Context: an optimization exercise on an open-source flow, tuned for small area, a short achievable clock period and few clock cycles. The choices shown serve that exercise and are no tape-out recipe.
In this exercise RTL edits were held to simulation tests only and were not proved equivalent to the original.
Power and IR drop assume default switching activity.

`design/flow/config.mk`:
```
export PLATFORM = sky130hd
export DESIGN_NAME = top_module
export DESIGN_NICKNAME = top_module
export VERILOG_FILES = /design/flow/design.v
export SDC_FILE = /design/flow/constraint.sdc
export NUM_CORES = 4
export LEC_CHECK = 0
export CAP_MARGIN = 20
export CORE_MARGIN = 2
export CORE_UTILIZATION = 70
export CTS_BUF_LIST = sky130_fd_sc_hd__clkbuf_8
export CTS_CLUSTER_DIAMETER = 60
export CTS_CLUSTER_SIZE = 14
export SLEW_MARGIN = 20
export SYNTH_MEMORY_MAX_BITS = 16384
```
`design/flow/constraint.sdc`:
```
create_clock -name core_clock -period 12.0 [get_ports {clk}]
set_input_delay 2.4000 -clock core_clock [delete_from_list [all_inputs] [get_ports {clk}]]
set_output_delay 2.4000 -clock core_clock [all_outputs]
set_load 0.01 [all_outputs]
```
`design/flow/flow/run.sh`:
```
#!/bin/bash
# Layout flow: the standard flow, with timing repair aimed below the period
# (repair_timing's setup margin) and plain buffers on the ports; the constraints
# are the standard flow's, unchanged.
bash standard.sh SETUP_SLACK_MARGIN=7.5 "BUFFER_PORTS_ARGS=-buffer_cell sky130_fd_sc_hd__buf_2" finish > standard.log 2>&1
```
`design/flow/design.v`:
```
`timescale 1ns / 1ps
module top_module(clk,rst,mem_addr,mem_wdata,mem_rdata,mem_rd,mem_wr,mem_ready);
  input clk,rst;
  output [15:0] mem_addr,mem_wdata;
  input  [15:0] mem_rdata;
  output mem_rd,mem_wr;
  input  mem_ready;
  reg sF, sW, sJ, sD1, sD2, sSW, sJR, sJ2;    
  reg pinc;                      
  reg xp;                        
  reg [15:0] PC;
  reg [15:0] IR, MDR;
  reg fS, fZ, fV, fC;
  reg [15:0] R0,R1,R2,R3,R4,R5,R6,R7;
  reg [7:0] vld;                 
  function [9:0] dec;            
    input [6:0] op;
    reg alu;
    begin
      alu = op[6] & ~op[2] & (~op[5] | (op[4:3] == 2'b00));
      dec[9] = (op[6:2] == 5'b00111);
      dec[8] = (op[6:2] == 5'b00101);
      dec[7] = ((op[6:2] == 5'b01001) | (op[6:2] == 5'b01011) | (op[6:2] == 5'b01101)) & (op[1:0] != 2'b11);
      dec[6] = (op[6:3] == 4'b1101);
      dec[5] = alu;
      dec[4] = (op[6:1] == 6'b011101);
      dec[3] = (op == 7'b0111001);
      dec[2] = (op == 7'b0111000);
      dec[1] = (op[6:4] == 3'b000);
      dec[0] = (op[6:1] == 6'b011101 & op[0]) | (alu & (op[1:0] == 2'b11)) | (op[6:4] == 3'b000 & op[3]);
    end
  endfunction
  wire [6:0] op = IR[15:9];
  wire [2:0] rb = IR[8:6], rx = IR[5:3], rd = IR[2:0];
  wire [9:0] di = dec(op);
  wire i_jr = di[9], i_jal = di[8], i_jcc = di[7], i_neg = di[6], i_alu = di[5],
       i_ld = di[4], i_mov = di[3], i_ldi = di[2], i_st = di[1], i_ind = di[0];
  wire [1:0] mode = op[1:0];
  wire [2:0] fn = op[5:3];
  wire i_mem = i_ld | (i_alu & mode[1]) | i_st;
  wire [9:0] dn = dec(mem_rdata[15:9]);
  wire n_jr = dn[9];
  wire n_two = dn[8] | dn[7] | dn[4] | dn[2] | dn[1] | (dn[5] & (mem_rdata[10:9] != 2'b01));
  wire n_x1 = dn[3] | dn[6] | (dn[5] & (mem_rdata[10:9] == 2'b01));
  reg cond;
  always @(*) begin
    case ({op[4:3], op[1:0]})
      4'b0000: cond = 1'b1;
      4'b0001: cond = fZ;
      4'b0010: cond = ~fZ;
      4'b0100: cond = fC;
      4'b0101: cond = ~fC;
      4'b0110: cond = fV;
      4'b1000: cond = ~fV;
      4'b1001: cond = fS;
      4'b1010: cond = ~fS;
      default: cond = 1'b0;
    endcase
  end
  reg [7:0] psel, qsel;           
  wire [7:0] pdec = psel;
  wire [7:0] qdec = qsel;
  wire [15:0] P = ({16{pdec[0]}} & R0) | ({16{pdec[1]}} & R1) | ({16{pdec[2]}} & R2) | ({16{pdec[3]}} & R3) |
                  ({16{pdec[4]}} & R4) | ({16{pdec[5]}} & R5) | ({16{pdec[6]}} & R6) | ({16{pdec[7]}} & R7);
  wire [15:0] Q = ({16{qdec[0]}} & R0) | ({16{qdec[1]}} & R1) | ({16{qdec[2]}} & R2) | ({16{qdec[3]}} & R3) |
                  ({16{qdec[4]}} & R4) | ({16{qdec[5]}} & R5) | ({16{qdec[6]}} & R6) | ({16{qdec[7]}} & R7);
  wire a_en = i_alu;                               
  wire b_mdr = ~(i_mov | i_neg | (i_alu & mode == 2'b01));
  wire sub = i_neg | (i_alu & (fn == 3'b001 | fn == 3'b100));
  wire f_and = i_alu & (fn == 3'b010);
  wire f_or  = i_alu & (fn == 3'b011);
  wire [15:0] A = a_en ? Q : 16'd0;
  wire [15:0] B = b_mdr ? MDR : P;
  wire [15:0] Bx = B ^ {16{sub}};
  wire [16:0] sum = {1'b0, A} + {1'b0, Bx} + {16'd0, sub};
  wire ovf = (A[15] == Bx[15]) & (sum[15] != A[15]);
  wire [15:0] res = f_and ? (A & B) : f_or ? (A | B) : sum[15:0];
  wire arith = ~(f_and | f_or);
  wire [15:0] hs = A ^ Bx;
  wire [15:0] kc = {A[14:0] | Bx[14:0], sub};
  wire zsum = ~|(hs ^ kc);
  wire zr = f_and ? ~|(A & B) : f_or ? ~|(A | B) : zsum;
  wire x_wr = xp & (i_ldi | i_mov | i_ld | i_neg | i_jal | (i_alu & fn != 3'b100));
  wire x_fl = xp & i_alu;
  wire ea  = sW & i_mem;
  wire xp_ = ea | sJR;                            
  wire rm  = ea | sJ2 | (sJ & cond);
  wire cin = ~xp_;
  wire [15:0] X = xp_ ? P : PC;
  wire [15:0] Y = ea ? Q : 16'd0;
  wire [15:0] M = mem_rdata & {16{rm}};
  wire [15:0] cs = X ^ Y ^ M;
  wire [15:0] cc = (X & Y) | (X & M) | (Y & M);
  wire [15:0] adr = cs + {cc[14:0], cin};
  assign mem_rd = sF | sW | (sJ & cond) | sD1 | sD2 | sJ2;    
  assign mem_wr = sSW;
  assign mem_addr = (sF | sW | sJ | sJ2) ? PC : MDR;
  assign mem_wdata = P;
  wire done = mem_ready;
  wire [7:0] vldn = vld | ({7'd0, x_wr} << rd);
  always @(posedge clk or negedge rst) begin
    if (!rst) begin
      sF <= 1'b1; sW <= 1'b0; sJ <= 1'b0; sD1 <= 1'b0; sD2 <= 1'b0; sSW <= 1'b0; sJR <= 1'b0; sJ2 <= 1'b0;
      xp <= 1'b0; pinc <= 1'b0;
      PC <= 16'd0;
      fS <= 1'b0; fZ <= 1'b0; fV <= 1'b0; fC <= 1'b0;
      vld <= 8'd0;
      psel <= 8'd0; qsel <= 8'd0;
    end else begin
      xp <= 1'b0;
      pinc <= 1'b0;
      if (x_fl) begin
        fS <= res[15]; fZ <= zr;
        fC <= arith & sum[16]; fV <= arith & ovf;
      end
      vld <= vldn;
      if (pinc) PC <= adr;                        
      if (sF & done) begin
        psel <= (8'b1 << ((dn[6] | n_jr) ? mem_rdata[2:0] : mem_rdata[8:6])) & vldn;
        qsel <= (8'b1 << (n_two ? mem_rdata[5:3] : mem_rdata[2:0])) & vldn;
        PC <= adr;
        sF <= ~(n_two | n_jr);
        xp <= n_x1;
        sW <= n_two & ~dn[7];
        sJ <= dn[7];
        sJR <= n_jr;
      end
      if (sJ & (done | ~cond)) begin
        PC <= adr; sJ <= 1'b0; sF <= 1'b1;
      end
      if (sW & done) begin
        psel <= (8'b1 << rd) & vldn;
        qsel <= (8'b1 << rd) & vldn;
        sW <= 1'b0;
        if (i_mem) begin
          pinc <= 1'b1;
          if (i_ind) sD1 <= 1'b1;
          else if (i_st) sSW <= 1'b1;
          else sD2 <= 1'b1;
        end else if (i_jal) begin
          sJ2 <= 1'b1;                            
        end else begin
          PC <= adr;
          sF <= 1'b1;
          xp <= 1'b1;
        end
      end
      if (sJ2 & done) begin
        PC <= adr; sJ2 <= 1'b0; sF <= 1'b1; xp <= 1'b1;
      end
      if (sD1 & done) begin
        sD1 <= 1'b0;
        if (i_st) sSW <= 1'b1; else sD2 <= 1'b1;
      end
      if (sD2 & done) begin
        sD2 <= 1'b0; sF <= 1'b1; xp <= 1'b1;
      end
      if (sSW & done) begin
        sSW <= 1'b0; sF <= 1'b1;
      end
      if (sJR) begin
        sJR <= 1'b0; sF <= 1'b1; PC <= adr;
      end
    end
  end
  always @(posedge clk) begin
    if (sF & done) IR <= mem_rdata;
    if (sW & done & (i_mem | i_jal)) MDR <= adr;
    else if ((sW | sD1 | sD2) & done) MDR <= mem_rdata;
  end
  wire [15:0] wdat = res;
  always @(posedge clk) begin
    if (x_wr) begin
      case (rd)
        3'd0: R0 <= wdat; 3'd1: R1 <= wdat; 3'd2: R2 <= wdat; 3'd3: R3 <= wdat;
        3'd4: R4 <= wdat; 3'd5: R5 <= wdat; 3'd6: R6 <= wdat; default: R7 <= wdat;
      endcase
    end
  end
endmodule
```
`design/flow/standard.sh`:
```
#!/bin/bash
# synth_recipe.tcl (not shown) runs the flow's synth.tcl, then flattens the netlist and writes it again
# the make line also repeats each setting of config.mk as NAME=value (left out here)
make -C /OpenROAD-flow-scripts/flow DESIGN_CONFIG=/design/flow/config.mk WORK_HOME=/design/flow/orfs CLKGATE_MAP_FILE= SYNTH_SCRIPT=/design/flow/synth_recipe.tcl "${@:-finish}"
```
==> results.ini, run 1 <==
[setup_path]
ff2ff_setup_slack_ns = 7.18
crit_type = in -> reg
reg2reg_depth = 24
cp_num_buf_inv = 3
r2r-start = IR[12]
max_stage_delay_ns = 0.44
worstPathRequired_ns = 12.32
timing.rr.end = MDR[14]
cpLargestDelayFamily = compound AO/OA/AOI/OAI gates
crit_path_end_kind = flop
crit_path_frequent_cell = o21ai_2
cpMaxStageDelayCell = fa_1
cp-start-kind = primary input
worstPathArrival_ns = 5.15
cp_max_fo = 2
cp_cell_sequence = buf_8, nand2_4, fa_1, inv_1, ha_2, inv_2, fa_2, nor2b_2, o21ai_2, a21boi_2, o21ai_2, a21oi_2, a31oi_2, o21ai_2, a31oi_1, xnor2_1, mux2_4

[logic_synthesis]
synthTopCellsByArea = edfxtp_1 (37%), dfrtp_1 (11%), a22oi_1 (7.6%)
netlist.area_leader.share = 0.371
netlist_instances = 1179
synth.largest_area_cell = edfxtp_1
synth_ff_type = edfxtp_1
synth_edf_count = 154
syn_nets = 1260
ys_seq_area_frac = 0.480
ys_types = 66
synth_async_sr_flop_share = 0.260
syn_area_um2 = 12500
ys.warnings.count = 1
syn_avg_cell_area_um2 = 10.6
ys_ff_latch = 208

[drt]
via_count = 10900
routed_wirelength_um = 42200
firstDrtPassIters = 6
via_per_inst = 7.13
drc = 0
initialDrtViolationCount = 1868
antenna_left = 0
routedWlPerCell_um = 27.6

[grt]
grt_max_degree = 55
antenna_found_initial = 1
grt-ovfl-total = 0
grt_usage = 0.427
grt_pass1_vias = 10000
grt_pass1_wl_um = 58400

[timing]
fin_ws_ns = 7.16
hold_viol = 0
min_period_ns = 4.84
period_share = 0.403
setup_viol = 0
tns_ns = 0
drv_slew = 0
fmax_mhz = 207
worstMarginPinSlew_ns = 1.10
grt_setup_unrepaired = yes
relSlewSlack = 0.269
skew_ns = 0.0399

[die]
start_util = 0.718
core-area_um2 = 17400
pin_count = 53
dieArea_um2 = 18900
rows = 48
dieWidth_um = 137
die_y_um = 137

[power]
max-vdd-ir-drop_mv = 0.136
p_leak_nw = 6.06
power.density_nw_per_um2 = 173

[clock_tree]
clock_sinks = 208
cts_buffers = 20
clockBufferDepth = 3
holdBufCountCts = 0
clockRootBuffer = clkbuf_8
insertion_delay_ns = 0.56
htree_levels = 1
cts_tree = yes
clkTransAtPathRegs_ns = 0.10

[finish]
synthToLayoutAreaGrowth_pct = 17.4
drive_gt1_frac = 0.255
final_util = 0.843
final_area_um2 = 14600
fillers = 955
finalNetCount = 1371

[flow_run]
drv_cap = 0

[hold_path]
hold_path.startpoint = vld[6]
hp-class = reg -> reg
holdPathStages = 2
hold_end = vld[6]

[placement]
place_hpwl_um = 26400
preCtsSetupSlack_ns = 6.38
portBuffers = 52
placed_area_um2 = 13100
gp_congestion = 0.964

[outcome]
status = no timing/DRC/antenna violations

==> per-stage QoR <==
stage / power [mW] / hold WS, ns / cells
after floorplan: 1.55 / 0.422 / 1179
after global placement: 1.85 / 0.432 / 1419
after detailed placement: 1.87 / 0.440 / 1420
after CTS: 2.35 / 0.462 / 1491
after global routing: 2.61 / 0.481 / 1529
final: 2.53 / 0.464 / 1532
==> cell families after synthesis <==
| family | Yosys count | share of synthesized area |
|---|---|---|
| AOI/OAI and AO/OA | 307 | 0.167 |
| xor gates and xnor gates | 58 | 0.0408 |
| adders and majority gates | 62 | 0.0725 |
| buffers and inverters | 150 | 0.0461 |
| DFF | 208 | 0.480 |
| muxes | 85 | 0.0727 |
| and+or+nand+nor | 309 | 0.121 |
==> layout make-up <==
| cell class | instances | area (um2) | share of cell area |
|---|---|---|---|
| antenna | 3 | 7.51 | 0.000513 |
| clock buffer | 21 | 289 | 0.0198 |
| clock inverter | 15 | 80.1 | 0.00547 |
| inverter | 88 | 330 | 0.0226 |
| multi-input combinational | 821 | 6510 | 0.445 |
| sequential | 208 | 5980 | 0.409 |
| tap | 225 | 282 | 0.0192 |
| timing repair buffer | 151 | 1150 | 0.0786 |
==> cells in the final DEF (no fill, tap or decap), types with 14 or more instances in the layout <==
cell,instances
a21oi_1,43
buf_2,46
mux2i_1,29
nand2_1,107
xnor2_1,31
nand4_1,41
mux2_2,28
edfxtp_1,154
ha_1,40
inv_1,93
clkbuf_8,21
buf_4,82
buf_6,15
mux2_4,16
dfrtp_1,48
o21ai_0,30
nor2_1,43
a22oi_1,127
fa_1,14
nand3_1,18
xor2_1,22
==> synthesized netlist by cell type, types with 17 or more instances <==
master and number:
fa_1 17, inv_1 88, nor3_1 18, edfxtp_1 154
mux2_2 43, nand2_1 110, ha_1 45, dfrtp_1 53
a22oi_1 127, nor2_1 55, nand3_1 18, o21ai_0 46
xor2_1 22, mux2i_1 41, a21oi_1 54, nand4_1 41
clkbuf_1 55, xnor2_1 36
==> routing by layer <==
| layer | global-route usage | vias to the layer above | wire length [um] |
|---|---|---|---|
| met4 | 0.216 | 2 | 2650 |
| met2 | 0.620 | 955 | 18400 |
| met5 | 0 | - | 13 |
| met3 | 0.130 | 206 | 6620 |
| met1 | 0.584 | 5161 | 14500 |
| li1 | - | 4602 | - |
==> worst max path at each step <==
stage	end	start	depth (start not counted)	slack (ns)
floorplan	MDR[14]	mem_rdata[0]	16	6.80
global placement	MDR[14]	mem_rdata[0]	17	6.40
detailed placement	MDR[14]	mem_rdata[0]	17	6.38
CTS	MDR[14]	mem_rdata[0]	17	7.16
global route	MDR[14]	IR[13]	24	6.93
finish	MDR[14]	mem_rdata[0]	17	7.16
==> power by group <==
group / switching (mW) / internal [mW] / leakage (nW) / total, mW
clock: 0.258 / 0.168 / 0.229 / 0.426
combinational: 0.689 / 0.470 / 3.74 / 1.16
sequential: 0.0671 / 0.881 / 2.09 / 0.948
==> tightest hold or removal path, delay by kind of cell, from the launching register on <==
family	cells	cell delay [ns]
buf+inv	1	0.05
flops	1	0.33
simple gates	1	0.06
==> what timing repair did <==
action | CTS | global route
gates cloned | 1 | 0
endpoints found under the setup margin | 156 | 131
resized for setup | 58 | 84
setup buffers | 34 | 37
pin swaps | 35 | 54
Testbench counts, summed over its fixed seeds: cycles 7,362.
==> inputs of run 2 (changes only) <==
--- a/design/flow/config.mk
+++ b/design/flow/config.mk
@@ -6,4 +6,5 @@
 export NUM_CORES = 4
 export LEC_CHECK = 0
+export ABC_AREA = 1
 export CAP_MARGIN = 20
 export CORE_MARGIN = 2
==> run 2 against run 1 <==
Net effect:
- synthesized area increased by 5.4%
- largest power group unchanged
- sequential share of layout area decreased by 0.93 points
- clock skew increased by 0.022 ns
- combinational power grew 96%
- first-iteration DRC count down 0.80%
==> results.ini, run 2 <==
[setup_path]
r2r-start = qsel[5]
cp_num_buf_inv = 4
crit_type = reg -> out
cpMaxStageDelayCell = dfrtp_4
worstPathArrival_ns = 2.17
max_stage_delay_ns = 0.57
reg2reg_depth = 13
cp_max_fo = 8
ff2ff_setup_slack_ns = 7.56
cp_cell_sequence = buf_12, nand2_2, nand4_1, nor4_4, buf_4, inv_2, buf_6
crit_path_end_kind = output port
timing.rr.end = R1[3]
worstPathRequired_ns = 9.60
cpLargestDelayFamily = flip-flops
crit_start = psel[7]
cp-start-kind = flop

[timing]
hold_viol = 0
drv_slew = 0
skew_ns = 0.0619
period_share = 0.381
fmax_mhz = 219
setup_viol = 0
fin_hold_ws_ns = 0.493
relSlewSlack = 0.237
min_period_ns = 4.57
worstMarginPinSlew_ns = 1.13
tns_ns = 0
grt_setup_unrepaired = yes
fin_ws_ns = 7.43

[logic_synthesis]
syn_nets = 1661
synth_async_sr_flop_share = 0.260
synth_common_cells = nand2_1 (472), inv_1 (184), edfxtp_1 (154)
netlist.area_leader.share = 0.352
ys_ff_latch = 208
ys_seq_area_frac = 0.455
synth.most_common_cell = nand2_1
synth.largest_area_cell = edfxtp_1
syn_avg_cell_area_um2 = 8.32
ys_types = 56
synth_ff_type = edfxtp_1
syn_area_um2 = 13100
ys.warnings.count = 1
synthTopCellsByArea = edfxtp_1 (35%), nand2_1 (13%), dfrtp_1 (10%)
synth_edf_count = 154
netlist_instances = 1580

[clock_tree]
insertion_delay_ns = 0.59
cts_buffers = 20
htree_levels = 1
cts_tree = yes
clockRootBuffer = clkbuf_8
clock_sinks = 208
clkTransAtPathRegs_ns = 0.09
clockBufferDepth = 3

[drt]
firstDrtPassIters = 7
routed_wirelength_um = 44400
antenna_left = 0
via_per_inst = 6.41
initialDrtViolationCount = 1853
via_count = 12300
routedWlPerCell_um = 23.1
drc = 0

[die]
rows = 50
dieWidth_um = 141
core-area_um2 = 18600
pin_count = 53
dieArea_um2 = 19900
die_y_um = 141
start_util = 0.707

[finish]
drive_gt1_frac = 0.166
final_cell_mix = nand2_1 (461), inv_1 (191), edfxtp_1 (154)
synthToLayoutAreaGrowth_pct = 14.4
final_cells = 1922
final_area_um2 = 15000
fillers = 1206
final_util = 0.809
diodes = 0
finalNetCount = 1755
layout_commonest_cell = nand2_1

[flow_run]
drv_cap = 0

[grt]
grt_usage = 0.427
grt_pass1_vias = 11200
grt-ovfl-total = 0
antenna_found_initial = 0
grt_max_degree = 55
grt_pass1_wl_um = 63400

[placement]
placed_area_um2 = 13700
gp_congestion = 1.03
preCtsSetupSlack_ns = 6.89
dpl.cell_count = 1828
place_hpwl_um = 29400
portBuffers = 52

[outcome]
status = no timing/DRC/antenna violations

[power]
p_leak_nw = 6.77
power.density_nw_per_um2 = 258
p_total_mw = 3.88
max-vdd-ir-drop_mv = 0.209

[hold_path]
hold_end = vld[6]
holdPathStages = 1
hp-class = reg -> reg
hold_path.startpoint = vld[6]

-- run 2: final cells by class --
class / instances / area, um2 / share of cell area
inverter: 195 / 739 / 0.0492
clock buffer: 21 / 289 / 0.0192
tap: 234 / 293 / 0.0195
multi-input combinational: 1127 / 6650 / 0.442
timing repair buffer: 122 / 968 / 0.0644
clock inverter: 15 / 87.6 / 0.00583
sequential: 208 / 6010 / 0.400
-- run 2: metal layers --
metal | global-route usage | vias up | wire length (um) | part of all wire
met1 | 0.593 | 5669 | 15600 | 0.35
met3 | 0.105 | 176 | 6950 | 0.16
li1 | - | 5462 | - | -
met5 | 0 | - | 0 | 0
met4 | 0.195 | 0 | 2600 | 0.059
met2 | 0.642 | 1016 | 19200 | 0.43
-- run 2: what timing repair did --
item,in CTS,in global routing
resized for setup,51,51
setup buffers,17,39
hold buffers,0,0
cloned,1,1
pin swaps,10,22
endpoints found under the setup margin,96,89
-- run 2: cells by family (layout without fill, tap and decap cells) --
| kind of cell | count (synthesis) | count (layout) | synth area share |
|---|---|---|---|
| simple gates | 731 | 733 | 0.238 |
| xor+xnor | 55 | 55 | 0.0367 |
| flops | 208 | 208 | 0.455 |
| fa+ha+maj | 62 | 62 | 0.0687 |
| compound gates | 267 | 267 | 0.120 |
| mux | 10 | 10 | 0.00828 |
| buf+inv | 247 | 353 | 0.0734 |
-- run 2: report_power, final --
part           switching [mW]  internal (mW)  leakage (nW)
clock                   0.262          0.170         0.230
sequential              0.149           1.03          2.06
combinational            1.47          0.800          4.48
total                    1.88           2.00          6.77
-- run 2: worst max-delay path by stage --
| stage | endpoint | slack, ns | cells after the start |
|---|---|---|---|
| after detailed placement | MDR[15] | 6.89 | 16 |
| after CTS | mem_addr[1] | 7.36 | 5 |
| final | mem_wdata[9] | 7.43 | 7 |
| after global placement | MDR[15] | 6.99 | 16 |
| after floorplan | MDR[15] | 7.32 | 15 |
| after global routing | MDR[14] | 7.34 | 16 |
==> inputs of run 3 (changes only) <==
--- a/design/flow/design.v
+++ b/design/flow/design.v
@@ -77,8 +77,5 @@
   wire [15:0] res = f_and ? (A & B) : f_or ? (A | B) : sum[15:0];
   wire arith = ~(f_and | f_or);
-  wire [15:0] hs = A ^ Bx;
-  wire [15:0] kc = {A[14:0] | Bx[14:0], sub};
-  wire zsum = ~|(hs ^ kc);
-  wire zr = f_and ? ~|(A & B) : f_or ? ~|(A | B) : zsum;
+  wire zr = ~|res;
   wire x_wr = xp & (i_ldi | i_mov | i_ld | i_neg | i_jal | (i_alu & fn != 3'b100));
   wire x_fl = xp & i_alu;
--- a/design/flow/config.mk
+++ b/design/flow/config.mk
@@ -6,5 +6,4 @@
 export NUM_CORES = 4
 export LEC_CHECK = 0
-export ABC_AREA = 1
 export CAP_MARGIN = 20
 export CORE_MARGIN = 2
==> run 3 against run 2 <==
Net effect:
- largest power group is now sequential cells
- final cell count decreased by 22%
- sequential cell count did not move
- highest routed layer unchanged
- routed wire length is 12% lower
- register-to-register slack lost 1.2 ns
- synthesized cell count shrank 26%
- critical path depth is 12 higher
- cell area shrank 5.3%
- die area shrank 6.7%
==> results.ini, run 3 <==
[outcome]
status = no timing/DRC/antenna violations

[logic_synthesis]
syn_avg_cell_area_um2 = 10.4
ys_ff_latch = 208
synth_common_cells = edfxtp_1 (154), nand2_1 (141), a22oi_1 (128)
synth.most_common_cell = edfxtp_1
ys_types = 71
netlist_instances = 1174
synth_async_sr_flop_share = 0.260
synth_ff_type = edfxtp_1
synth_edf_count = 154
synth.largest_area_cell = edfxtp_1
netlist.area_leader.share = 0.378
syn_area_um2 = 12200
ys_seq_area_frac = 0.489
ys.warnings.count = 1
synthTopCellsByArea = edfxtp_1 (38%), dfrtp_1 (11%), a22oi_1 (7.9%)
syn_nets = 1240

[power]
power.density_nw_per_um2 = 151
p_leak_nw = 5.76
p_total_mw = 2.15
max-vdd-ir-drop_mv = 0.141

[drt]
antenna_left = 0
firstDrtPassIters = 6
via_count = 10800
routedWlPerCell_um = 25.9
drc = 0
via_per_inst = 7.19
initialDrtViolationCount = 1521
routed_wirelength_um = 39100

[setup_path]
cp-start-kind = flop
r2r-start = IR[15]
worstPathRequired_ns = 12.46
reg2reg_depth = 19
ff2ff_setup_slack_ns = 6.39
worstSetupEndpoint = fZ
crit_type = reg -> reg
crit_start = IR[15]
timing.rr.end = fZ
crit_path_end_kind = flop
cp_max_fo = 4
worstPathArrival_ns = 6.07

[die]
dieWidth_um = 136
rows = 48
die_y_um = 136
start_util = 0.712
dieArea_um2 = 18500
core-area_um2 = 17200
pin_count = 53

[grt]
grt_max_degree = 55
antenna_found_initial = 0
grt_pass1_wl_um = 57000
grt-ovfl-total = 0
grt_usage = 0.410
grt_pass1_vias = 10200

[placement]
preCtsSetupSlack_ns = 5.86
place_hpwl_um = 24400
dpl.cell_count = 1400
portBuffers = 52
placed_area_um2 = 12800
gp_congestion = 0.944

[timing]
hold_viol = 0
worstMarginPinSlew_ns = 1.10
grt_setup_unrepaired = yes
setup_viol = 0
tns_ns = 0
fin_ws_ns = 6.39
relSlewSlack = 0.268
fmax_mhz = 178
skew_ns = 0.0146
drv_slew = 0
min_period_ns = 5.61
period_share = 0.467

[clock_tree]
holdBufCountCts = 0
clock_sinks = 208
cts_tree = yes
clockRootBuffer = clkbuf_8
htree_levels = 1
clockBufferDepth = 3
cts_buffers = 19
clkTransAtPathRegs_ns = 0.10
insertion_delay_ns = 0.55

[finish]
synthToLayoutAreaGrowth_pct = 16.4
fillers = 972
diodes = 0
layout_commonest_cell = edfxtp_1
drive_gt1_frac = 0.244
seq_area_um2 = 6000
final_cells = 1506
final_area_um2 = 14200
final_cell_mix = edfxtp_1 (154), nand2_1 (137), a22oi_1 (127)
multi_input_area_um2 = 6260
finalNetCount = 1334

[flow_run]
drv_cap = 0

[hold_path]
hold_path.startpoint = vld[2]
hp-class = reg -> reg

==> run 3: changes by cell type after synthesis, moves of 15 or more <==
cell / delta
clkbuf_1: +25
ha_1: -15
o21ai_0: -52
mux2_2: +24
xor2_1: -26
a22oi_1: +122
inv_1: -114
mux2i_1: +30
nand2_1: -331
nand3_1: -52
nor2_1: -34
a221oi_1: -18
a21oi_1: -35
nand2b_1: +17
==> run 3: stage by stage <==
| stage | hold WS, ns | utilization |
|---|---|---|
| after global routing | 0.477 | 0.829 |
| final | 0.461 | 0.829 |
| after floorplan | 0.416 | - |
| after CTS | 0.457 | 0.802 |
| after detailed placement | 0.435 | 0.746 |
| after global placement | 0.430 | 0.746 |
==> run 3: final cells by class <==
| class | count | share of cell area |
|---|---|---|
| multi-input combinational | 826 | 0.440 |
| tap | 225 | 0.0198 |
| clock buffer | 20 | 0.0193 |
| clock inverter | 14 | 0.00466 |
| timing repair buffer | 142 | 0.0763 |
| inverter | 71 | 0.0187 |
| sequential | 208 | 0.421 |
==> run 3: report_power, final <==
group	leakage, nW	internal (mW)	switching, mW
Sequential	2.09	0.859	0.0726
Clock	0.211	0.158	0.247
Combinational	3.46	0.331	0.480
==> run 3: metal layers <==
| metal | GRT usage | wire (um) |
|---|---|---|
| met5 | 0 | 0 |
| met2 | 0.622 | 17700 |
| met1 | 0.547 | 13500 |
| met4 | 0.234 | 2770 |
| met3 | 0.0921 | 5070 |
==> run 3: cells by family after synthesis <==
logic type               count (synthesis)  share of synthesized area
adder cells (fa/ha/maj)                 59                     0.0684
flip-flops                             208                      0.489
AO/OA/AOI/OAI                          311                      0.175
multiplexers                            66                     0.0580
AND/OR/NAND/NOR                        354                      0.142
buffers and inverters                  141                     0.0437
XOR/XNOR                                35                     0.0251
==> run 3: worst min path at each step <==
stage | end | depth (start not counted)
3_3_place_gp | vld[2] | 2
2_1_floorplan | vld[2] | 2
3_5_place_dp | vld[2] | 2
4_1_cts | vld[2] | 2
6_report | vld[2] | 2
5_1_grt | vld[2] | 2
==> run 3: worst max-delay path, cell delays in order, from the launching register on <==
cell and delay [ns]:
edfxtp_1 0.41, buf_6 0.12, a21bo_4 0.23, a2111oi_2 0.56, nor2_1 0.14, o21a_1 0.23
nor2_2 0.12, inv_1 0.09, fa_2 0.40, a211oi_2 0.25, o21bai_1 0.11, a31o_2 0.25
a21oi_2 0.13, xnor2_1 0.08, mux2_4 0.27, or4_1 0.47, or4b_4 0.53, or4_1 0.44
or4b_4 0.50, o31ai_2 0.19
==> run 3: what timing repair did <==
item,CTS,global route
setup endpoints to repair,126,93
hold endpoints to repair,0,0
pin swaps,40,17
setup buffers,44,26
gates resized for setup,88,51
gates cloned,1,1
Testbench counts of run 3, summed over its fixed seeds: cycles 7,362.
==> inputs of run 4 (changes only) <==
==> design/flow/flow/run.sh (replaced) <==
#!/bin/bash
# Layout flow: the standard flow, with timing repair aimed below the period
# (repair_timing's setup margin) and plain buffers on the ports; the constraints
# are the standard flow's, unchanged.
bash standard.sh SETUP_SLACK_MARGIN=7.0 "BUFFER_PORTS_ARGS=-buffer_cell sky130_fd_sc_hd__buf_2" finish > standard.log 2>&1
--- a/design/flow/config.mk
+++ b/design/flow/config.mk
@@ -8,5 +8,5 @@
 export CAP_MARGIN = 20
 export CORE_MARGIN = 2
-export CORE_UTILIZATION = 70
+export CORE_UTILIZATION = 55
 export CTS_BUF_LIST = sky130_fd_sc_hd__clkbuf_8
 export CTS_CLUSTER_DIAMETER = 60
==> run 4 against run 3 <==
Net effect:
- still clean
- setup slack gained 0.071 ns
- total power shrank 2.0%
- first-iteration DRC count shrank 21%
- sequential share of layout area grew 0.73 points
- clock skew grew 0.027 ns
- hold slack gained 0.0077 ns
- sequential cell count is the same
- maximum frequency grew 1.3%
- global-route usage shrank 8.6 points
- die area grew 26%
- critical path depth shrank 1
- largest power group unchanged
- highest routed layer unchanged
==> results.ini, run 4 <==
[hold_path]
hold_path.startpoint = vld[7]
holdPathStages = 1
hp-class = reg -> reg
hold_end = vld[7]

[setup_path]
reg2reg_depth = 18
crit_path_end_kind = flop
timing.rr.end = fZ
ff2ff_setup_slack_ns = 6.46
worstPathArrival_ns = 6.01
crit_type = reg -> reg
r2r-start = qsel[0]
worstPathRequired_ns = 12.47
cp-start-kind = flop
cp_max_fo = 17

[logic_synthesis]
ys_seq_area_frac = 0.489
syn_area_um2 = 12200
netlist.area_leader.share = 0.378
ys_ff_latch = 208
ys_types = 71
netlist_instances = 1174
synthTopCellsByArea = edfxtp_1 (38%), dfrtp_1 (11%), a22oi_1 (7.9%)
synth_common_cells = edfxtp_1 (154), nand2_1 (141), a22oi_1 (128)
syn_nets = 1240
synth.most_common_cell = edfxtp_1
ys.warnings.count = 1
synth_edf_count = 154
synth_async_sr_flop_share = 0.260
synth.largest_area_cell = edfxtp_1
syn_avg_cell_area_um2 = 10.4
synth_ff_type = edfxtp_1

[timing]
period_share = 0.462
setup_viol = 0
relSlewSlack = 0.242
skew_ns = 0.0417
tns_ns = 0
fin_ws_ns = 6.46
fin_hold_ws_ns = 0.469
fmax_mhz = 181
worstMarginPinSlew_ns = 1.13
drv_slew = 0
grt_setup_unrepaired = yes
hold_viol = 0
min_period_ns = 5.54

[placement]
placed_area_um2 = 12900
place_hpwl_um = 25800
gp_congestion = 0.906
dpl.cell_count = 1462
portBuffers = 52
preCtsSetupSlack_ns = 5.86

[drt]
firstDrtPassIters = 5
via_count = 10100
routed_wirelength_um = 38600
drc = 0
antenna_left = 0
routedWlPerCell_um = 25.0
initialDrtViolationCount = 1204
via_per_inst = 6.51

[finish]
final_area_um2 = 14000
final_cells = 1548
fillers = 1774
seq_area_um2 = 5990
drive_gt1_frac = 0.225
final_cell_mix = edfxtp_1 (154), nand2_1 (137), a22oi_1 (128)
diodes = 0
multi_input_area_um2 = 6100
finalNetCount = 1321
layout_commonest_cell = edfxtp_1
final_util = 0.640
synthToLayoutAreaGrowth_pct = 14.2

[clock_tree]
htree_levels = 1
insertion_delay_ns = 0.58
clkTransAtPathRegs_ns = 0.09
cts_tree = yes
clockRootBuffer = clkbuf_8
clock_sinks = 208
clockBufferDepth = 3
holdBufCountCts = 0
cts_buffers = 21

[die]
core-area_um2 = 21800
dieArea_um2 = 23500
rows = 54
die_y_um = 153
dieWidth_um = 153
start_util = 0.561
pin_count = 53

[grt]
grt_max_degree = 55
met3_usage = 0.0635
grt-ovfl-total = 0
grt_pass1_wl_um = 58200
antenna_found_initial = 0
top_usage_layer = met2
gr-usage-met2 = 0.496
grt_pass1_vias = 9812
grt_usage = 0.323
grt_util_met1 = 0.455

[power]
p_total_mw = 2.10
p_leak_nw = 5.62
power.density_nw_per_um2 = 151
max-vdd-ir-drop_mv = 0.102

[flow_run]
drv_cap = 0

[outcome]
status = no timing/DRC/antenna violations

==> run 4: cell counts after synthesis <==
Identical to the previous run, type by type.
==> run 4: report_power, final <==
group / switching, mW / internal, mW / total [mW]
Combinational: 0.464 / 0.288 / 0.752
Sequential: 0.0587 / 0.859 / 0.918
Clock: 0.265 / 0.170 / 0.435
Total: 0.787 / 1.32 / 2.10
==> run 4: logic make-up (layout without fill, tap and decap cells) <==
family,Yosys count,count (layout),synth area share
adders and majority gates,59,59,0.0684
muxes,66,66,0.0580
and+or+nand+nor,354,354,0.142
buffers and inverters,141,235,0.0437
AOI/OAI and AO/OA,311,311,0.175
DFF,208,208,0.489
xor gates and xnor gates,35,35,0.0251
==> run 4: what timing repair did <==
item,in CTS,in global routing
endpoints found under the setup margin,63,45
buffers inserted,37,13
pin swaps,33,18
resized for setup,40,32
==> run 4: worst max-delay path by stage <==
stage,startpoint,endpoint,slack [ns],cells after the start
after floorplan,IR[15],fZ,6.62,18
after global placement,IR[12],fZ,6.00,17
after detailed placement,IR[12],fZ,5.86,17
after CTS,IR[15],fZ,6.52,18
after global routing,IR[15],fZ,6.30,18
final,qsel[0],fZ,6.46,18
==> run 4: layout make-up <==
type / count / share of cell area
inverter: 71 / 0.0193
clock inverter: 15 / 0.00618
tap: 280 / 0.0251
timing repair buffer: 128 / 0.0637
multi-input combinational: 825 / 0.436
clock buffer: 21 / 0.0207
sequential: 208 / 0.429
==> run 4: worst max-delay path, stage by stage, from the launching register on <==
cell	delay [ns]
dfrtp_2	0.61
a22oi_1	0.25
nand4_1	0.33
o211ai_1	0.25
nor2_1	0.11
nor2_2	0.16
inv_1	0.09
fa_2	0.40
a211oi_2	0.25
o21bai_1	0.13
a31o_2	0.27
a21oi_2	0.15
xnor2_1	0.08
mux2_4	0.28
or4_1	0.46
or4b_1	0.50
or4_1	0.42
or4b_4	0.52
o31ai_2	0.18
==> run 4: routing by layer <==
layer / wire length [um] / part of all wire
met3: 3680 / 0.095
met2: 17400 / 0.45
met1: 15800 / 0.41
met5: 0 / 0
met4: 1730 / 0.045
==> inputs of run 5 (changes only) <==
--- a/design/flow/design.v
+++ b/design/flow/design.v
@@ -77,5 +77,8 @@
   wire [15:0] res = f_and ? (A & B) : f_or ? (A | B) : sum[15:0];
   wire arith = ~(f_and | f_or);
-  wire zr = ~|res;
+  wire [15:0] hs = A ^ Bx;
+  wire [15:0] kc = {A[14:0] | Bx[14:0], sub};
+  wire zsum = ~|(hs ^ kc);
+  wire zr = f_and ? ~|(A & B) : f_or ? ~|(A | B) : zsum;
   wire x_wr = xp & (i_ldi | i_mov | i_ld | i_neg | i_jal | (i_alu & fn != 3'b100));
   wire x_fl = xp & i_alu;
==> design/flow/flow/run.sh (replaced) <==
#!/bin/bash
# Layout flow: the standard flow, with timing repair aimed below the period
# (repair_timing's setup margin) and plain buffers on the ports; the constraints
# are the standard flow's, unchanged.
bash standard.sh SETUP_SLACK_MARGIN=8.0 "BUFFER_PORTS_ARGS=-buffer_cell sky130_fd_sc_hd__buf_2" finish > standard.log 2>&1
--- a/design/flow/config.mk
+++ b/design/flow/config.mk
@@ -6,4 +6,5 @@
 export NUM_CORES = 4
 export LEC_CHECK = 0
+export ABC_AREA = 1
 export CAP_MARGIN = 20
 export CORE_MARGIN = 2
==> run 5 against run 4 <==
Net effect:
- synthesized cell count grew 35%
- register-to-register slack better by 1.3 ns
- largest cell class unchanged
- critical path type is now reg -> out
- still clean on timing, DRC and antenna
- highest routed layer unchanged
- non-clock buffer count up 63
- critical endpoint is now mem_wdata[3]
- global-route usage rose by 5.1 points
- sequential cell count did not move
- largest power group is now combinational logic
==> results.ini, run 5 <==
[outcome]
status = no timing/DRC/antenna violations

[logic_synthesis]
netlist.area_leader.share = 0.352
ys_ff_latch = 208
synth_edf_count = 154
synth_ff_type = edfxtp_1
synth.most_common_cell = nand2_1
syn_avg_cell_area_um2 = 8.32
syn_nets = 1661
ys.warnings.count = 1
ys_seq_area_frac = 0.455
synth_common_cells = nand2_1 (472), inv_1 (184), edfxtp_1 (154)
netlist_instances = 1580
synth_async_sr_flop_share = 0.260
syn_area_um2 = 13100
ys_types = 56
synth.largest_area_cell = edfxtp_1
synthTopCellsByArea = edfxtp_1 (35%), nand2_1 (13%), dfrtp_1 (10%)

[die]
pin_count = 53
core-area_um2 = 23500
dieWidth_um = 159
dieArea_um2 = 25100
die_y_um = 159
start_util = 0.560
rows = 56

[placement]
placed_area_um2 = 13900
portBuffers = 52
place_hpwl_um = 31900
dpl.cell_count = 1923
preCtsSetupSlack_ns = 6.73
gp_congestion = 0.949

[setup_path]
cp-start-kind = flop
max_stage_delay_ns = 0.54
ff2ff_setup_slack_ns = 7.76
cpMaxStageDelayCell = dfrtp_2
cp_max_fo = 7
timing.rr.end = MDR[14]
worstPathArrival_ns = 2.10
worstPathRequired_ns = 9.60
r2r-start = IR[14]
crit_path_frequent_cell = buf_6
cp_num_buf_inv = 3
cp_cell_sequence = buf_4, buf_6, a221oi_4, nand2_2, buf_6
cpLargestDelayFamily = flip-flops
crit_path_end_kind = output port
reg2reg_depth = 22
crit_type = reg -> out

[timing]
fmax_mhz = 222
min_period_ns = 4.50
setup_viol = 0
drv_slew = 0
skew_ns = 0.0567
worstMarginPinSlew_ns = 1.17
grt_setup_unrepaired = yes
relSlewSlack = 0.217
period_share = 0.375
tns_ns = 0
fin_hold_ws_ns = 0.487
hold_viol = 0
fin_ws_ns = 7.50

[hold_path]
hold_end = vld[7]
hp-class = reg -> reg
hold_path.startpoint = vld[7]
holdPathStages = 1

[finish]
synthToLayoutAreaGrowth_pct = 27.7
diodes = 0
finalNetCount = 1826
drive_gt1_frac = 0.282
final_area_um2 = 16800
layout_commonest_cell = nand2_1
final_cell_mix = nand2_1 (424), inv_1 (167), edfxtp_1 (154)
final_cells = 2080
final_util = 0.715

[clock_tree]
clock_sinks = 208
clockBufferDepth = 3
htree_levels = 1
clockRootBuffer = clkbuf_8
holdBufCountCts = 0
cts_buffers = 23
clkTransAtPathRegs_ns = 0.09
cts_tree = yes
insertion_delay_ns = 0.60

[drt]
routed_wirelength_um = 48300
initialDrtViolationCount = 1450
drc = 0
via_count = 12500
via_per_inst = 6.00
antenna_left = 0
routedWlPerCell_um = 23.2
firstDrtPassIters = 6

[power]
p_total_mw = 4.52
max-vdd-ir-drop_mv = 0.209
power.density_nw_per_um2 = 269
p_leak_nw = 7.40

[grt]
grt_pass1_vias = 11600
grt_usage = 0.375
grt_max_degree = 55
grt-ovfl-total = 0
grt_pass1_wl_um = 69100
antenna_found_initial = 1

[flow_run]
drv_cap = 0

[run 5: timing repair]
action,4_1_cts,5_1_grt
setup buffers,71,41
cloned,3,1
pin swaps,60,78
setup endpoints to repair,187,165
gates resized for setup,188,176
[run 5: how the worst max path moves through the flow]
stage	from	to	slack, ns	cells after the start
floorplan	mem_rdata[1]	MDR[15]	7.32	15
global placement	psel[1]	R5[8]	6.95	20
detailed placement	psel[1]	R5[8]	6.73	20
CTS	IR[12]	mem_rd	7.53	10
global route	IR[13]	mem_rd	7.44	8
finish	psel[3]	mem_wdata[3]	7.50	5
[run 5: layout make-up]
cell class | count | area, um2
multi-input cells | 1126 | 7420
fillers | 1836 | 6690
flip-flops and latches | 208 | 6000
repair buffers | 191 | 1740
inverters | 195 | 751
well taps | 319 | 399
clock buffers | 24 | 330
clock inverters | 17 | 155
[run 5: routing by layer]
layer | vias up | track usage | wire [um]
met1 | 5991 | 0.542 | 19600
met5 | - | 0 | 0
met4 | 0 | 0.143 | 2160
met2 | 755 | 0.568 | 21000
li1 | 5586 | - | -
met3 | 140 | 0.0637 | 5590
[run 5: where the power goes]
group	internal [mW]	switching, mW
Sequential	1.03	0.137
Clock	0.238	0.287
Combinational	1.14	1.69
[run 5: logic make-up (layout without fill, tap and decap cells)]
family | after synthesis | after routing | share of synthesized area
muxes | 10 | 10 | 0.00828
and+or+nand+nor | 731 | 732 | 0.238
DFF | 208 | 208 | 0.455
xor gates and xnor gates | 55 | 55 | 0.0367
AOI/OAI and AO/OA | 267 | 267 | 0.120
adders and majority gates | 62 | 62 | 0.0687
buffers and inverters | 247 | 427 | 0.0734
Testbench counts of run 5, summed over its fixed seeds: cycles 7,362.
==> inputs of run 6 (changes only) <==
--- a/design/flow/design.v
+++ b/design/flow/design.v
@@ -106,5 +106,4 @@
       fS <= 1'b0; fZ <= 1'b0; fV <= 1'b0; fC <= 1'b0;
       vld <= 8'd0;
-      psel <= 8'd0; qsel <= 8'd0;
     end else begin
       xp <= 1'b0;
@@ -117,6 +116,4 @@
       if (pinc) PC <= adr;                        
       if (sF & done) begin
-        psel <= (8'b1 << ((dn[6] | n_jr) ? mem_rdata[2:0] : mem_rdata[8:6])) & vldn;
-        qsel <= (8'b1 << (n_two ? mem_rdata[5:3] : mem_rdata[2:0])) & vldn;
         PC <= adr;
         sF <= ~(n_two | n_jr);
@@ -130,6 +127,4 @@
       end
       if (sW & done) begin
-        psel <= (8'b1 << rd) & vldn;
-        qsel <= (8'b1 << rd) & vldn;
         sW <= 1'b0;
         if (i_mem) begin
@@ -165,4 +160,11 @@
   end
   always @(posedge clk) begin
+    if (sF & done) begin
+      psel <= (8'b1 << ((dn[6] | n_jr) ? mem_rdata[2:0] : mem_rdata[8:6])) & vldn;
+      qsel <= (8'b1 << (n_two ? mem_rdata[5:3] : mem_rdata[2:0])) & vldn;
+    end else if (sW & done) begin
+      psel <= (8'b1 << rd) & vldn;
+      qsel <= (8'b1 << rd) & vldn;
+    end
     if (sF & done) IR <= mem_rdata;
     if (sW & done & (i_mem | i_jal)) MDR <= adr;
==> design/flow/flow/run.sh (replaced) <==
#!/bin/bash
# Layout flow: the standard flow, with timing repair aimed below the period
# (repair_timing's setup margin) and plain buffers on the ports; the constraints
# are the standard flow's, unchanged.
bash standard.sh SETUP_SLACK_MARGIN=7.25 "BUFFER_PORTS_ARGS=-buffer_cell sky130_fd_sc_hd__buf_2" finish > standard.log 2>&1
--- a/design/flow/config.mk
+++ b/design/flow/config.mk
@@ -9,5 +9,5 @@
 export CAP_MARGIN = 20
 export CORE_MARGIN = 2
-export CORE_UTILIZATION = 55
+export CORE_UTILIZATION = 70
 export CTS_BUF_LIST = sky130_fd_sc_hd__clkbuf_8
 export CTS_CLUSTER_DIAMETER = 60
==> run 6 against run 5 <==
Net effect:
- still clean on timing, DRC and antenna
- utilization increased by 7.7 points
- global-route usage increased by 3.6 points
- register-to-register slack got worse by 0.31 ns
- die area decreased by 21%
- non-clock buffer count decreased by 89
- critical path type unchanged
==> results.ini, run 6 <==
[outcome]
status = no timing/DRC/antenna violations

[hold_path]
hold_end = sJR
holdPathStages = 1
hp-class = reg -> reg
hold_path.startpoint = sJR

[setup_path]
worstPathRequired_ns = 9.60
crit_path_frequent_cell = nand2_1
crit_cells = 8
timing.rr.end = MDR[15]
reg2reg_depth = 21
cp_max_fo = 5
cp_cell_sequence = inv_2, nand2_1, o22ai_1, a21oi_1, o31ai_4, nand2_1, nand3_1, buf_2
cp-start-kind = flop
crit_path_end_kind = output port
r2r-start = IR[13]
ff2ff_setup_slack_ns = 7.45
cp_num_buf_inv = 2
crit_type = reg -> out
max_stage_delay_ns = 0.50
worstPathArrival_ns = 2.28
cpMaxStageDelayCell = edfxtp_1
cpLargestDelayFamily = compound AO/OA/AOI/OAI gates

[drt]
via_count = 11900
via_per_inst = 6.30
initialDrtViolationCount = 2032
routed_wirelength_um = 40800
antenna_left = 0
firstDrtPassIters = 6
routedWlPerCell_um = 21.6
drc = 0

[clock_tree]
clkTransAtPathRegs_ns = 0.10
cts_tree = yes
insertion_delay_ns = 0.57
clockBufferDepth = 3
clock_sinks = 208
htree_levels = 1
clockRootBuffer = clkbuf_8
holdBufCountCts = 0
cts_buffers = 20

[timing]
relSlewSlack = 0.193
tns_ns = 0
drv_slew = 0
skew_ns = 0.0517
min_period_ns = 4.68
worstMarginPinSlew_ns = 1.20
grt_setup_unrepaired = yes
hold_viol = 0
period_share = 0.390
setup_viol = 0
fmax_mhz = 214

[logic_synthesis]
netlist.area_leader.share = 0.390
ys.warnings.count = 1
synth.most_common_cell = nand2_1
ys_seq_area_frac = 0.463
synth_ff_type = edfxtp_1
syn_nets = 1653
synth_common_cells = nand2_1 (495), inv_1 (203), edfxtp_1 (170)
synthTopCellsByArea = edfxtp_1 (39%), nand2_1 (14%), dfrtp_1 (7.1%)
syn_area_um2 = 13100
synth.largest_area_cell = edfxtp_1
ys_ff_latch = 208
synth_edf_count = 170
syn_avg_cell_area_um2 = 8.32
netlist_instances = 1572
ys_types = 54
synth_async_sr_flop_share = 0.183

[placement]
placed_area_um2 = 13600
portBuffers = 52
place_hpwl_um = 29000
gp_congestion = 0.993

[die]
dieArea_um2 = 19800
die_y_um = 141
pin_count = 53
start_util = 0.721
rows = 49
core-area_um2 = 18100
dieWidth_um = 141

[power]
max-vdd-ir-drop_mv = 0.168
p_leak_nw = 6.58
power.density_nw_per_um2 = 245

[finish]
finalNetCount = 1729
diodes = 0
final_cell_mix = nand2_1 (493), inv_1 (213), edfxtp_1 (170)
final_area_um2 = 14400
layout_commonest_cell = nand2_1
synthToLayoutAreaGrowth_pct = 9.88
drive_gt1_frac = 0.117

[grt]
antenna_found_initial = 0
grt_usage = 0.411
grt_pass1_vias = 11200
grt-ovfl-total = 0
grt_max_degree = 39
grt_pass1_wl_um = 61800

[flow_run]
drv_cap = 0

## run 6: worst max-delay path by stage
stage | startpoint | to | slack [ns]
6_report | IR[13] | mem_rd | 7.32
5_1_grt | mem_rdata[1] | MDR[15] | 7.20
4_1_cts | psel[1] | mem_wdata[1] | 7.25
3_5_place_dp | IR[12] | R3[8] | 6.80
3_3_place_gp | IR[12] | R1[8] | 6.90
2_1_floorplan | mem_rdata[0] | MDR[14] | 7.26
## run 6: repair_timing
action / 4_1_cts / 5_1_grt
setup endpoints to repair: 75 / 68
pin swaps: 1 / 3
setup buffers: 15 / 21
gates resized for setup: 14 / 9
## run 6: cells by family after synthesis
family,after synthesis,synth area share
buffers and inverters,260,0.0764
adders and majority gates,62,0.0691
muxes,12,0.00995
AOI/OAI and AO/OA,252,0.113
and+or+nand+nor,723,0.232
xor gates and xnor gates,55,0.0368
DFF,208,0.463
## run 6: worst register-to-register path, delay by kind of cell, from the launching register on
kind | cells | cell delay (ns)
AOI/OAI and AO/OA | 9 | 1.48
and+or+nand+nor | 8 | 1.20
DFF | 1 | 0.50
adders and majority gates | 2 | 0.91
buffers and inverters | 2 | 0.22
## run 6: layout make-up
cell class / instances / area (um2)
Clock buffer: 20 / 275
Clock inverter: 16 / 93.8
Fill cell: 1259 / 3770
Inverter: 212 / 803
Multi-Input combinational cell: 1104 / 6160
Sequential cell: 208 / 6060
Tap cell: 229 / 287
Timing Repair Buffer: 102 / 698
## run 6: per-layer routing
metal,share of wire,track usage,up-vias
met4,0.043,0.170,0
met1,0.37,0.585,5444
li1,-,-,5373
met5,0,0,-
met2,0.44,0.628,970
met3,0.15,0.0808,125
## run 6: through the flow
stage	setup slack, ns	cells	power, mW	hold WS, ns	utilization
floorplan	7.26	1572	2.37	0.431	-
global placement	6.90	1819	2.90	0.461	0.748
detailed placement	6.80	1819	2.94	0.459	0.748
CTS	7.25	1870	3.39	0.473	0.780
global route	7.20	1891	3.71	0.513	0.792
finish	7.32	1891	3.52	0.471	0.792
## run 6: where the power goes
group          total, mW  internal, mW  switching [mW]
registers           1.14          1.04           0.100
logic               1.96         0.653            1.30
clock network      0.423         0.164           0.259
total               3.52          1.86            1.66
Testbench counts of run 6, summed over its fixed seeds: cycles 7,362.
==> inputs of run 7 (changes only) <==
--- a/design/flow/config.mk
+++ b/design/flow/config.mk
@@ -12,5 +12,5 @@
 export CTS_BUF_LIST = sky130_fd_sc_hd__clkbuf_8
 export CTS_CLUSTER_DIAMETER = 60
-export CTS_CLUSTER_SIZE = 14
+export CTS_CLUSTER_SIZE = 10
 export SLEW_MARGIN = 20
 export SYNTH_MEMORY_MAX_BITS = 16384
==> run 7 against run 6 <==
Net effect:
- final cell count up 0.58%
- utilization up 0.37 points
- synthesized area unchanged
- die area unchanged
- hold slack better by 0.0013 ns
- via count up 0.60%
- setup slack worse by 0.045 ns
- first-iteration DRC count down 0.30%
- sequential share of layout area down 0.19 points
- sequential cell count unchanged
- register-to-register slack better by 0.03 ns
- global-route usage up 0.15 points
- critical endpoint is now mem_wdata[6]
==> results.ini, run 7 <==
[logic_synthesis]
ys_seq_area_frac = 0.463
ys_ff_latch = 208
synth_top_family_by_area = simple AND/OR/NAND/NOR gates
synth_compound_area_frac = 0.113
netlist.area_leader.share = 0.390
synth_fa_ha_area_frac = 0.0691
syn_area_um2 = 13100
synthTopCellsByArea = edfxtp_1 (39%), nand2_1 (14%), dfrtp_1 (7.1%)
syn_nets = 1653
ys_types = 54
synth_async_sr_flop_share = 0.183
synth.most_common_cell = nand2_1
synth_ff_type = edfxtp_1
netlist_instances = 1572
syn_avg_cell_area_um2 = 8.32
synth-simple-area-share = 0.232
ys.warnings.count = 1
synth_xor_area_frac = 0.0368
synth.largest_area_cell = edfxtp_1
synthMuxAreaShare = 0.00995
synth_common_cells = nand2_1 (495), inv_1 (203), edfxtp_1 (170)
synth_edf_count = 170

[die]
start_util = 0.721
core-area_um2 = 18100
dieArea_um2 = 19800
dieWidth_um = 141
die_y_um = 141
pin_count = 53
rows = 49

[power]
max-vdd-ir-drop_mv = 0.161
power.density_nw_per_um2 = 246
p_total_mw = 3.55
p_leak_nw = 6.65

[finish]
final_util = 0.796
multi_input_area_um2 = 6160
final_cells = 1902
synthToLayoutAreaGrowth_pct = 10.4
layout_commonest_cell = nand2_1
drive_gt1_frac = 0.119
final_area_um2 = 14400
diodes = 0
fillers = 1234
final_cell_mix = nand2_1 (493), inv_1 (220), edfxtp_1 (170)
seq_area_um2 = 6060
finalNetCount = 1735

[timing]
fin_ws_ns = 7.27
fin_hold_ws_ns = 0.473
grt_setup_unrepaired = yes
setup_viol = 0
period_share = 0.394
drv_slew = 0
fmax_mhz = 212
hold_viol = 0
skew_ns = 0.0371
relSlewSlack = 0.242
min_period_ns = 4.73
worstMarginPinSlew_ns = 1.12
tns_ns = 0

[hold_path]
hp-class = reg -> reg

[setup_path]
worstPathArrival_ns = 2.33
cp_max_fo = 9
crit_path_end_kind = output port
worstPathRequired_ns = 9.60
crit_type = reg -> out
cp-start-kind = flop

[clock_tree]
clkTransAtPathRegs_ns = 0.07
clock_sinks = 208
clockBufferDepth = 3
cts_tree = yes
insertion_delay_ns = 0.58
cts_buffers = 25
htree_levels = 1
clockRootBuffer = clkbuf_8

[drt]
routedWlPerCell_um = 21.6
drc = 0
via_count = 12000
antenna_left = 0
routed_wirelength_um = 41000
firstDrtPassIters = 6
initialDrtViolationCount = 2026
via_per_inst = 6.30

[placement]
placed_area_um2 = 13600
portBuffers = 52
dpl.cell_count = 1819
preCtsSetupSlack_ns = 6.80
gp_congestion = 0.993
place_hpwl_um = 29000

[grt]
grt_pass1_wl_um = 62100
antenna_found_initial = 0
grt_usage = 0.413
grt-ovfl-total = 0
grt_pass1_vias = 11300
grt_max_degree = 39

[flow_run]
drv_cap = 0

[outcome]
status = no timing/DRC/antenna violations

-- run 7: cell types whose count changed in the layout (fill, tap and decap cells not counted) --
cell | before | now
o21ai_1 | 8 | 7
inv_6 | 1 | 0
inv_8 | 2 | 1
clkbuf_8 | 20 | 25
clkinv_8 | 1 | 0
o21ai_0 | 102 | 103
clkinv_2 | 2 | 1
inv_1 | 213 | 220
buf_4 | 45 | 47
buf_12 | 5 | 4
clkinv_4 | 0 | 2
-- run 7: kinds of logic (layout without fill, tap and decap cells) --
family / Yosys count / count (layout)
flops: 208 / 208
compound gates: 252 / 252
fa+ha+maj: 62 / 62
xor+xnor: 55 / 55
simple gates: 723 / 723
mux: 12 / 12
buf+inv: 260 / 361
-- run 7: where the power goes --
part           switching (mW)  internal [mW]
Combinational            1.30          0.649
Clock                   0.264          0.197
Sequential             0.0980           1.04
Total                    1.66           1.89
-- run 7: routing by layer --
layer,GRT usage,vias up,routed length [um]
li1,-,5387,-
met1,0.582,5499,15000
met2,0.639,958,18100
met3,0.0839,139,6060
met4,0.160,0,1870
met5,0,-,0
-- run 7: cell type report --
class	count	share of cell area
timing repair buffer	103	0.0480
tap	229	0.0198
sequential	208	0.419
clock buffer	25	0.0238
multi-input combinational	1104	0.427
inverter	212	0.0556
clock inverter	21	0.00667
-- run 7: worst max-delay path: stages, from the launching register on --
cell and delay [ns]:
edfxtp_1 0.40, buf_4 0.21, inv_1 0.15, o21ai_0 0.11, a21oi_1 0.16, nand4_1 0.42
buf_2 0.30
-- run 7: final timing paths --
path                            startpoint            to  slack, ns  depth (start not counted)
worst min-delay path                   sJR           sJR       0.47                          1
worst min register to register         sJR           sJR       0.47                          1
max in group asynchronous              rst        PC[10]       9.40                          1
min in group asynchronous              rst        vld[0]       1.97                          1
worst max register to register     qsel[5]        R0[10]       7.48                         20
worst max-delay path               psel[0]  mem_wdata[6]       7.27                          6
-- run 7: repair_timing --
action                     4_1_cts  5_1_grt
pin swaps                        1        2
setup buffers                   18       19
gates cloned                     0        0
setup endpoints to repair       73       63
resized for setup               15        7
hold buffers                     0        0
==> inputs of run 8 (changes only) <==
==> design/flow/flow/run.sh (replaced) <==
#!/bin/bash
# Layout flow: the standard flow, with timing repair aimed below the period
# (repair_timing's setup margin) and plain buffers on the ports; the constraints
# are the standard flow's, unchanged.
bash standard.sh SETUP_SLACK_MARGIN=7.5 "BUFFER_PORTS_ARGS=-buffer_cell sky130_fd_sc_hd__buf_2" finish > standard.log 2>&1
--- a/design/flow/config.mk
+++ b/design/flow/config.mk
@@ -12,5 +12,5 @@
 export CTS_BUF_LIST = sky130_fd_sc_hd__clkbuf_8
 export CTS_CLUSTER_DIAMETER = 60
-export CTS_CLUSTER_SIZE = 10
+export CTS_CLUSTER_SIZE = 18
 export SLEW_MARGIN = 20
 export SYNTH_MEMORY_MAX_BITS = 16384
==> run 8 against run 7 <==
Net effect:
- clock power shrank 16%
- sequential power is essentially flat
- count of clock-buffer cells in the layout decreased by 8
- via count increased by 3.1%
- total power up 4.0%
- non-clock buffer count rose by 22
- hold slack improved by 0.015 ns
- sequential share of layout area fell by 1.2 points
- clock skew about the same
- maximum frequency up 4.0%
- setup slack better by 0.18 ns
- sequential cell count is the same
==> results.ini, run 8 <==
[logic_synthesis]
netlist.area_leader.share = 0.390
syn_avg_cell_area_um2 = 8.32
synthTopCellsByArea = edfxtp_1 (39%), nand2_1 (14%), dfrtp_1 (7.1%)
synth.most_common_cell = nand2_1
synth_async_sr_flop_share = 0.183
synth.largest_area_cell = edfxtp_1
ys_ff_latch = 208
syn_nets = 1653
ys_seq_area_frac = 0.463
synth_edf_count = 170
ys.warnings.count = 1
syn_area_um2 = 13100
synth_ff_type = edfxtp_1
synth_common_cells = nand2_1 (495), inv_1 (203), edfxtp_1 (170)
netlist_instances = 1572
ys_types = 54

[timing]
setup_viol = 0
grt_setup_unrepaired = yes
relSlewSlack = 0.151
worstMarginPinSlew_ns = 1.26
period_share = 0.379
min_period_ns = 4.55
hold_viol = 0
skew_ns = 0.0374
fmax_mhz = 220
tns_ns = 0
drv_slew = 0

[die]
die_y_um = 141
pin_count = 53
start_util = 0.721
rows = 49
core-area_um2 = 18100
dieArea_um2 = 19800
dieWidth_um = 141

[clock_tree]
cts_tree = yes
clockBufferDepth = 3
htree_levels = 1
cts_buffers = 17
clkTransAtPathRegs_ns = 0.10
holdBufCountCts = 0
clockRootBuffer = clkbuf_8
insertion_delay_ns = 0.56
clock_sinks = 208

[finish]
multi_input_area_um2 = 6440
seq_area_um2 = 6060
finalNetCount = 1750
drive_gt1_frac = 0.155
final_cell_mix = nand2_1 (481), inv_1 (204), edfxtp_1 (170)
fillers = 1129
synthToLayoutAreaGrowth_pct = 13.7
layout_commonest_cell = nand2_1

[placement]
portBuffers = 52
gp_congestion = 0.998
place_hpwl_um = 28700

[setup_path]
reg2reg_depth = 17
crit_path_end_kind = output port
worstPathArrival_ns = 2.15
cp-start-kind = flop
crit_type = reg -> out
cpMaxStageDelayCell = edfxtp_1
worstPathRequired_ns = 9.60
cp_max_fo = 7
ff2ff_setup_slack_ns = 7.49
max_stage_delay_ns = 0.48
cp_cell_sequence = buf_6, clkbuf_16, nand2_1, nand4_1, nor3_2, inv_1, buf_2

[grt]
antenna_found_initial = 1
grt_usage = 0.423
grt_pass1_vias = 11300
grt-ovfl-total = 0
grt_max_degree = 39
grt_pass1_wl_um = 63400

[drt]
firstDrtPassIters = 9
initialDrtViolationCount = 1995
routed_wirelength_um = 43400
drc = 0
antenna_left = 0
routedWlPerCell_um = 22.7
via_count = 12400
via_per_inst = 6.47

[outcome]
status = no timing/DRC/antenna violations

[hold_path]
holdPathStages = 1
hp-class = reg -> reg

[power]
p_leak_nw = 6.75
max-vdd-ir-drop_mv = 0.233
p_total_mw = 3.69
power.density_nw_per_um2 = 248

[flow_run]
drv_cap = 0

-- run 8: cell count changes in the layout (fill, tap and decap cells not counted), sizes merged --
cell | before | now
clkbuf | 25 | 18
inv | 229 | 217
clkinv | 3 | 7
diode | 0 | 1
nand2 | 506 | 507
buf | 103 | 124
-- run 8: power by group --
group | internal, mW | total [mW] | switching [mW]
registers | 1.04 | 1.14 | 0.0971
clock network | 0.139 | 0.388 | 0.249
logic | 0.751 | 2.17 | 1.41
total | 1.93 | 3.69 | 1.76
-- run 8: metrics by stage --
stage | std cells | setup slack [ns] | instance area (um2) | hold WS (ns) | utilization
after detailed placement | 1819 | 6.73 | 13600 | 0.457 | 0.751
after global placement | 1819 | 6.83 | 13600 | 0.463 | 0.750
after floorplan | 1572 | 7.29 | 13200 | 0.431 | -
after CTS | 1877 | 7.50 | 14400 | 0.472 | 0.794
final | 1910 | 7.45 | 14900 | 0.488 | 0.820
after global routing | 1909 | 7.43 | 14900 | 0.502 | 0.820
-- run 8: worst max-delay path, delay by kind of cell (launching register included) --
kind,cells,cell delay (ns)
buffers and inverters,4,0.61
AND/OR/NAND/NOR,3,0.51
flip-flops,1,0.48
-- run 8: worst paths after layout --
kind / start / to
max in group asynchronous: rst / fV
min: vld[0] / vld[0]
max: psel[7] / mem_wdata[12]
min reg2reg: vld[0] / vld[0]
min in group asynchronous: rst / vld[6]
max reg2reg: psel[4] / R5[5]
-- run 8: area by class of cell --
class                   instances  area share
inverters                     212      0.0537
clock buffers                  17      0.0157
clock inverters                13     0.00521
repair buffers                125      0.0658
multi-input cells            1105       0.433
well taps                     229      0.0193
flip-flops and latches        208       0.407
diodes                          1    0.000168
-- run 8: routing by layer --
layer	vias up	global-route usage	routed length (um)
li1	5403	-	-
met1	5638	0.589	15100
met2	1121	0.637	18700
met3	190	0.114	7270
met4	0	0.172	2360
met5	-	0	0
-- run 8: timing repair --
action | CTS | global route
resized for setup | 42 | 52
pin swaps | 10 | 28
cloned | 1 | 1
endpoints found under the setup margin | 145 | 80
setup buffers | 27 | 31
-- run 8: cells by family (layout without fill, tap and decap cells) --
family / count (synthesis) / in the layout / share of synthesized area
flops: 208 / 208 / 0.463
fa+ha+maj: 62 / 62 / 0.0691
simple gates: 723 / 724 / 0.232
buf+inv: 260 / 367 / 0.0764
compound gates: 252 / 252 / 0.113
mux: 12 / 12 / 0.00995
other cells: 0 / 1 / 0
xor+xnor: 55 / 55 / 0.0368

[afterwards: timing with drivers on the ports]
Ports are ideal in the flow. The routed layouts listed here were re-timed in OpenROAD.
Step 1: set_driving_cell puts a clkbuf_16 on clk and a buf_2 on each other input, an assumption about the parent block.
Step 2 also shifts input and output timing later by t, the mid clock arrival at the registers, as if the neighbouring blocks saw the same clock.
Three values: ideal ports, drivers, drivers and shift; two values: the first two.
run	shift t [ns]	setup slack, ns	worst setup path at the end
run 1	0.579	7.163 / 7.156 / 6.577	input to register
run 2	0.607	7.425 / 7.378 / 6.916	input to register
run 3	0.587	6.390 / 6.390 / 6.190	input to register
run 4	0.605	6.461 / 6.461 / 6.327	input to register
run 5	0.622	7.501 / 7.455 / 6.999	input to register
run 6	0.591	7.317 / 7.274 / 6.812	input to register
run 7	0.605	7.273 / 7.228 / 6.810	input to register
run 8	0.585	7.454 / 7.414 / 7.002	input to register
After both steps setup and hold are still met in every run listed. For run 1, which loses most, drivers alone change the setup slack by -0.007 ns; drivers and shift together by -0.586 ns.
